Background: an optimization exercise with open tools, aiming at small area and a short achievable clock period. Do not read the settings as production practice.
No activity file was given, so power comes from the tool's default toggle rates.

== TR ==
==> flow/design.v <==
module project3_frame(
  input        CLOCK_50,
  input        RESET_N,
  input  [3:0] KEY,
  output [6:0] HEX0,
  output [6:0] HEX1,
  output [9:0] LEDR,
  output [13:0] imem_addr,
  input  [31:0] imem_data,
  output [13:0] dmem_addr,
  output [31:0] dmem_wdata,
  output dmem_we,
  output dmem_re,
  input  [31:0] dmem_rdata
);
  wire clk = CLOCK_50;
  wire reset = !RESET_N;
  reg [31:0] pc;
  reg        ab;           
  reg        fl_v;         
  reg [31:0] fl_inst;
  reg [31:0] fl_pcp;       
  reg        sb;           
  reg        d_isbr, d_isjmp, d_rd, d_wr, d_wreg;
  reg [3:0]  d_wregno;
  reg [31:0] d_r1, d_r2, d_b, d_y;
  reg        d_fwd1, d_fwd2, d_fwdb;
  reg        d_sub;
  reg [1:0]  d_ct;         
  reg [3:0]  d_cls;
  reg        m_rd, m_wr, m_wreg;
  reg [3:0]  m_wregno;
  reg [31:0] m_alu, m_r2;
  reg        w_hexwe, w_ledwe;
  reg [9:0]  w_data;
  reg [7:0]  hex;
  reg [9:0]  ledr;
  reg [31:0] regs [0:15];
  reg [15:0] rvalid;
  localparam C_ZERO = 4'd0, C_ADD = 4'd1, C_CMP = 4'd2, C_AND = 4'd3,
             C_OR = 4'd4, C_XOR = 4'd5, C_NAND = 4'd6, C_NOR = 4'd7,
             C_NXOR = 4'd8, C_SHR = 4'd9, C_SHL = 4'd10, C_JAL = 4'd11;
  wire [31:0] inst_f = imem_data;
  wire f_isbj = (inst_f[31:29] == 3'b001);
  wire f_isbr = (inst_f[31:28] == 4'b0010);
  wire [31:0] pcplus = pc + 32'd4;
  assign imem_addr = pc[15:2];
  wire        br_cond;
  wire [31:0] jt, bt;
  always @(posedge clk or posedge reset) begin
    if (reset) begin
      pc <= 32'h100;
      ab <= 1'b0;
      fl_v <= 1'b0;
    end else begin
      if (!ab) begin
        pc <= pcplus;
        if (f_isbj) ab <= 1'b1;
      end else if (d_isbr || d_isjmp) begin
        if (d_isjmp) pc <= jt;
        else if (br_cond) pc <= bt;
        ab <= f_isbr;
      end
      fl_v <= !(ab && !f_isbr);
    end
  end
  always @(posedge clk) begin
    fl_inst <= inst_f;
    fl_pcp <= pcplus;
  end
  wire [31:0] inst = fl_inst;
  wire v = fl_v;
  wire [5:0] op1 = inst[31:26];
  wire [7:0] op2 = inst[25:18];
  wire [3:0] rd_f = inst[11:8];
  wire [3:0] rs = inst[7:4];
  wire [3:0] rt = inst[3:0];
  wire is_br_d  = v && (inst[31:28] == 4'b0010);
  wire is_jmp_d = v && (inst[31:28] == 4'b0011);
  wire is_lw_d  = v && (op1 == 6'b010010);
  wire is_sw_d  = v && (op1 == 6'b011010);
  wire alur_d   = !v || (op1 == 6'b000000);
  wire writes_rt = is_lw_d || (v && inst[31]) || is_jmp_d;
  wire wr_reg_d = writes_rt || alur_d;
  wire [3:0] wregno_d = writes_rt ? rt : (v ? rd_f : 4'd0);
  reg [3:0] cls_d;
  reg useimm_d, sub_d;
  always @* begin
    cls_d = C_ZERO;
    useimm_d = 1'b0;
    sub_d = 1'b0;
    if (!v) begin
      cls_d = C_ZERO;
    end else if (op1 == 6'b000000) begin
      case (op2)
        8'b00001000, 8'b00001001, 8'b00001010, 8'b00001011: begin cls_d = C_CMP; sub_d = 1'b1; end
        8'b00100000:  cls_d = C_ADD;
        8'b00101000:  begin cls_d = C_ADD; sub_d = 1'b1; end
        8'b00100100:  cls_d = C_AND;
        8'b00100101:   cls_d = C_OR;
        8'b00100110:  cls_d = C_XOR;
        8'b00101100: cls_d = C_NAND;
        8'b00101101:  cls_d = C_NOR;
        8'b00101110: cls_d = C_NXOR;
        8'b00110000: cls_d = C_SHR;
        8'b00110001: cls_d = C_SHL;
        default:   cls_d = C_ZERO;
      endcase
    end else begin
      case (op1)
        6'b010010, 6'b011010, 6'b100000: begin cls_d = C_ADD; useimm_d = 1'b1; end
        6'b100100: begin cls_d = C_AND; useimm_d = 1'b1; end
        6'b100101:  begin cls_d = C_OR;  useimm_d = 1'b1; end
        6'b100110: begin cls_d = C_XOR; useimm_d = 1'b1; end
        6'b001100:  cls_d = C_JAL;
        default:   cls_d = C_ZERO;
      endcase
      if (inst[31:28] == 4'b0010) sub_d = 1'b1;
    end
  end
  wire [15:0] sel1 = rvalid & (16'd1 << rs);
  wire [15:0] sel2 = rvalid & (16'd1 << rt);
  reg [31:0] rf1, rf2;
  integer j;
  always @* begin
    rf1 = 32'd0;
    rf2 = 32'd0;
    for (j = 0; j < 16; j = j + 1) begin
      rf1 = rf1 | ({32{sel1[j]}} & regs[j]);
      rf2 = rf2 | ({32{sel2[j]}} & regs[j]);
    end
  end
  wire [31:0] rv1 = (m_wreg && m_wregno == rs) ? m_alu : rf1;
  wire [31:0] rv2 = (m_wreg && m_wregno == rt) ? m_alu : rf2;
  always @(posedge clk or posedge reset) begin
    if (reset) begin
      sb <= 1'b0;
      d_isbr <= 1'b0;
      d_isjmp <= 1'b0;
      d_rd <= 1'b0;
      d_wr <= 1'b0;
      d_wreg <= 1'b0;
    end else begin
      d_isbr <= !sb && is_br_d;
      d_isjmp <= !sb && is_jmp_d;
      d_rd <= !sb && is_lw_d;
      d_wr <= !sb && is_sw_d;
      d_wreg <= !sb && wr_reg_d;
      if (!sb) sb <= is_br_d || is_jmp_d;
      else if (d_isbr || d_isjmp) sb <= 1'b0;
    end
  end
  wire [31:0] simm_d = {{16{inst[23]}}, inst[23:8]};
  wire useb_imm = useimm_d || is_jmp_d;
  wire [31:0] immx_d = is_jmp_d ? {simm_d[29:0], 2'b00} : simm_d;
  wire [31:0] b_d = useb_imm ? immx_d : (sub_d ? ~rv2 : rv2);
  wire [31:0] y_d = fl_pcp + ((inst[31:28] == 4'b0010) ? {simm_d[29:0], 2'b00} : 32'd0);
  wire hit2 = d_wreg && (d_wregno == rt);
  always @(posedge clk) begin
    d_wregno <= wregno_d;
    d_r1 <= rv1;
    d_r2 <= rv2;
    d_b <= b_d;
    d_y <= y_d;
    d_fwd1 <= d_wreg && (d_wregno == rs);
    d_fwd2 <= hit2;
    d_fwdb <= hit2 && !useb_imm;
    d_cls <= cls_d;
    d_sub <= sub_d;
    d_ct <= (inst[31:28] == 4'b0010) ? op1[1:0] : op2[1:0];
  end
  wire [31:0] r1 = d_fwd1 ? m_alu : d_r1;
  wire [31:0] r2 = d_fwd2 ? m_alu : d_r2;               
  wire [31:0] b  = d_fwdb ? (m_alu ^ {32{d_sub}}) : d_b;  
  wire [32:0] sum_c = {r1, 1'b1} + {b, d_sub};
  wire [31:0] sum = sum_c[32:1];
  wire [31:0] xr = r1 ^ b;
  wire eq = &xr;                                        
  wire lt = (r1[31] ^ ~b[31]) ? r1[31] : sum[31];
  reg cmp;
  always @* begin
    case (d_ct)
      2'd0: cmp = eq;
      2'd1: cmp = lt;
      2'd2: cmp = lt | eq;
      default: cmp = !eq;
    endcase
  end
  wire big = |b[31:5];
  wire [31:0] shr = big ? 32'd0 : (r1 >> b[4:0]);
  wire [31:0] shl = big ? 32'd0 : (r1 << b[4:0]);
  reg [31:0] aluout;
  always @* begin
    case (d_cls)
      C_ADD:  aluout = sum;
      C_CMP:  aluout = {31'd0, cmp};
      C_AND:  aluout = r1 & b;
      C_OR:   aluout = r1 | b;
      C_XOR:  aluout = xr;
      C_NAND: aluout = ~(r1 & b);
      C_NOR:  aluout = ~(r1 | b);
      C_NXOR: aluout = ~xr;
      C_SHR:  aluout = shr;
      C_SHL:  aluout = shl;
      C_JAL:  aluout = d_y;
      default: aluout = 32'd0;
    endcase
  end
  assign br_cond = cmp;
  assign jt = sum;
  assign bt = d_y;
  always @(posedge clk or posedge reset) begin
    if (reset) begin
      m_rd <= 1'b0;
      m_wr <= 1'b0;
      m_wreg <= 1'b0;
    end else begin
      m_rd <= d_rd;
      m_wr <= d_wr;
      m_wreg <= d_wreg;
    end
  end
  always @(posedge clk) begin
    m_wregno <= d_wregno;
    m_alu <= aluout;
    m_r2 <= r2;
  end
  assign dmem_addr = m_alu[15:2];
  assign dmem_wdata = m_r2;
  assign dmem_we = m_wr;
  assign dmem_re = m_rd;
  wire io_hi = (m_alu[31:8] == 24'hFFFFF0);
  wire [31:0] rdval = (io_hi && m_alu[7:0] == 8'h80) ? {28'd0, ~KEY} : dmem_rdata;
  wire [31:0] wbval = m_rd ? rdval : m_alu;
  integer k;
  always @(posedge clk) begin
    for (k = 0; k < 16; k = k + 1)
      if (m_wreg && m_wregno == k) regs[k] <= wbval;
  end
  always @(posedge clk or posedge reset) begin
    if (reset) begin
      rvalid <= 16'd0;
      w_hexwe <= 1'b0;
      w_ledwe <= 1'b0;
    end else begin
      if (m_wreg) rvalid[m_wregno] <= 1'b1;
      w_hexwe <= m_wr && io_hi && m_alu[7:0] == 8'h00;
      w_ledwe <= m_wr && io_hi && m_alu[7:0] == 8'h20;
    end
  end
  always @(posedge clk) begin
    w_data <= m_r2[9:0];
  end
  always @(posedge clk or posedge reset) begin
    if (reset) begin
      hex <= 8'hAD;
      ledr <= 10'd0;
    end else begin
      if (w_hexwe) hex <= w_data[7:0];
      if (w_ledwe) ledr <= w_data;
    end
  end
  assign HEX0 = {3'b000, hex[3:0]};
  assign HEX1 = {3'b000, hex[7:4]};
  assign LEDR = ledr;
endmodule
clock: 8.0 ns
lec_check: 0
cap_margin: 20
core_margin: 2
core_utilization: 40
setup_slack_margin: 4.5
slew_margin: 20
run.sh (not shown) runs the stock make flow with config.mk's settings and CLKGATE_MAP_FILE= SYNTH_SCRIPT=/design/flow/synth_recipe.tcl, a recipe that flattens the netlist after the stock synthesis.
For AL, these inputs were changed with respect to TR:
--- a/flow/design.v
+++ b/flow/design.v
@@ -20,15 +20,16 @@
   reg        fl_v;         
   reg [31:0] fl_inst;
   reg [31:0] fl_pcp;       
   reg        sb;           
   reg        d_isbr, d_isjmp, d_rd, d_wr, d_wreg;
   reg [3:0]  d_wregno;
-  reg [31:0] d_r1, d_r2, d_b, d_y;
-  reg        d_fwd1, d_fwd2, d_fwdb;
-  reg        d_sub;
+  reg [31:0] d_r1, d_r2, d_pcp;
+  reg [15:0] d_imm;
+  reg        d_fwd1, d_fwd2;
+  reg        d_useimm, d_sub, d_jal;
   reg [1:0]  d_ct;         
   reg [3:0]  d_cls;
   reg        m_rd, m_wr, m_wreg;
   reg [3:0]  m_wregno;
   reg [31:0] m_alu, m_r2;
   reg        w_hexwe, w_ledwe;
@@ -147,71 +148,66 @@
       d_wr <= !sb && is_sw_d;
       d_wreg <= !sb && wr_reg_d;
       if (!sb) sb <= is_br_d || is_jmp_d;
       else if (d_isbr || d_isjmp) sb <= 1'b0;
     end
   end
-  wire [31:0] simm_d = {{16{inst[23]}}, inst[23:8]};
-  wire useb_imm = useimm_d || is_jmp_d;
-  wire [31:0] immx_d = is_jmp_d ? {simm_d[29:0], 2'b00} : simm_d;
-  wire [31:0] b_d = useb_imm ? immx_d : (sub_d ? ~rv2 : rv2);
-  wire [31:0] y_d = fl_pcp + ((inst[31:28] == 4'b0010) ? {simm_d[29:0], 2'b00} : 32'd0);
-  wire hit2 = d_wreg && (d_wregno == rt);
   always @(posedge clk) begin
     d_wregno <= wregno_d;
     d_r1 <= rv1;
     d_r2 <= rv2;
-    d_b <= b_d;
-    d_y <= y_d;
+    d_pcp <= fl_pcp;
+    d_imm <= inst[23:8];
     d_fwd1 <= d_wreg && (d_wregno == rs);
-    d_fwd2 <= hit2;
-    d_fwdb <= hit2 && !useb_imm;
+    d_fwd2 <= d_wreg && (d_wregno == rt);
     d_cls <= cls_d;
+    d_useimm <= useimm_d;
     d_sub <= sub_d;
     d_ct <= (inst[31:28] == 4'b0010) ? op1[1:0] : op2[1:0];
   end
   wire [31:0] r1 = d_fwd1 ? m_alu : d_r1;
-  wire [31:0] r2 = d_fwd2 ? m_alu : d_r2;               
-  wire [31:0] b  = d_fwdb ? (m_alu ^ {32{d_sub}}) : d_b;  
-  wire [32:0] sum_c = {r1, 1'b1} + {b, d_sub};
-  wire [31:0] sum = sum_c[32:1];
-  wire [31:0] xr = r1 ^ b;
-  wire eq = &xr;                                        
-  wire lt = (r1[31] ^ ~b[31]) ? r1[31] : sum[31];
+  wire [31:0] r2 = d_fwd2 ? m_alu : d_r2;
+  wire [31:0] simm = {{16{d_imm[15]}}, d_imm};
+  wire [31:0] bl = d_useimm ? simm : r2;
+  wire [31:0] bx = d_isjmp ? {simm[29:0], 2'b00} : bl;
+  wire [31:0] sum = r1 + (d_sub ? ~bx : bx) + {31'd0, d_sub};
+  wire [31:0] xr = r1 ^ bl;
+  wire eq = (xr == 32'd0);
+  wire lt = (r1[31] ^ r2[31]) ? r1[31] : sum[31];
   reg cmp;
   always @* begin
     case (d_ct)
       2'd0: cmp = eq;
       2'd1: cmp = lt;
       2'd2: cmp = lt | eq;
       default: cmp = !eq;
     endcase
   end
-  wire big = |b[31:5];
-  wire [31:0] shr = big ? 32'd0 : (r1 >> b[4:0]);
-  wire [31:0] shl = big ? 32'd0 : (r1 << b[4:0]);
+  wire big = |r2[31:5];
+  wire [31:0] shr = big ? 32'd0 : (r1 >> r2[4:0]);
+  wire [31:0] shl = big ? 32'd0 : (r1 << r2[4:0]);
   reg [31:0] aluout;
   always @* begin
     case (d_cls)
       C_ADD:  aluout = sum;
       C_CMP:  aluout = {31'd0, cmp};
-      C_AND:  aluout = r1 & b;
-      C_OR:   aluout = r1 | b;
+      C_AND:  aluout = r1 & bl;
+      C_OR:   aluout = r1 | bl;
       C_XOR:  aluout = xr;
-      C_NAND: aluout = ~(r1 & b);
-      C_NOR:  aluout = ~(r1 | b);
+      C_NAND: aluout = ~(r1 & bl);
+      C_NOR:  aluout = ~(r1 | bl);
       C_NXOR: aluout = ~xr;
       C_SHR:  aluout = shr;
       C_SHL:  aluout = shl;
-      C_JAL:  aluout = d_y;
+      C_JAL:  aluout = d_pcp;
       default: aluout = 32'd0;
     endcase
   end
   assign br_cond = cmp;
   assign jt = sum;
-  assign bt = d_y;
+  assign bt = d_pcp + {simm[29:0], 2'b00};
   always @(posedge clk or posedge reset) begin
     if (reset) begin
       m_rd <= 1'b0;
       m_wr <= 1'b0;
       m_wreg <= 1'b0;
     end else begin
Notes after the runs:
- Launch point of the worst path: d_fwd1$_DFF_P_ -> TR, d_fwd2$_DFF_P_ -> AL
- Setup slack: AL more than TR
- Comparing TR and AL, the higher post-cts repair resize count was measured on TR.
- Against TR, AL comes in 2.8% lower on net total in the final layout.
- Compared with TR, in AL clock sink count now sits lower; total power saw an increase; number of vias in the routed layout went down; number of cells on the worst reg-to-reg path decreased 5; via density per instance dropped 0.049.
- Changes observed in AL relative to TR: worst hold slack fell by 0.014 ns, total routed wire length on the met1 layer fell by about 1.6%.
No run of this note included a check of the RTL's function; only the layout flow was run.

[port drivers added, routing unchanged]
How much do the figures lean on ideal ports? The routed layouts below were timed once more, with nothing changed but the port constraints.
Step 1 sets driving cells, clkbuf_16 on the clock port and buf_2 on the other inputs (assumed; they add their load-dependent delay and slew).
Step 2 times the ports against the registers' clock, not the clock port: input delays grow and output delays shrink by t, the midpoint of the rising clock arrivals with the driver on.
Three values: no drivers, after step 1, after step 2; two values: the first two.
run	t, ns	setup slack, ns	worst slew at a driven data input, ns
TR	0.770	2.705 / 2.705 / 2.705	0.08
AL	0.758	3.919 / 3.919 / 3.919	0.07
After both steps every run listed still meets setup and hold.
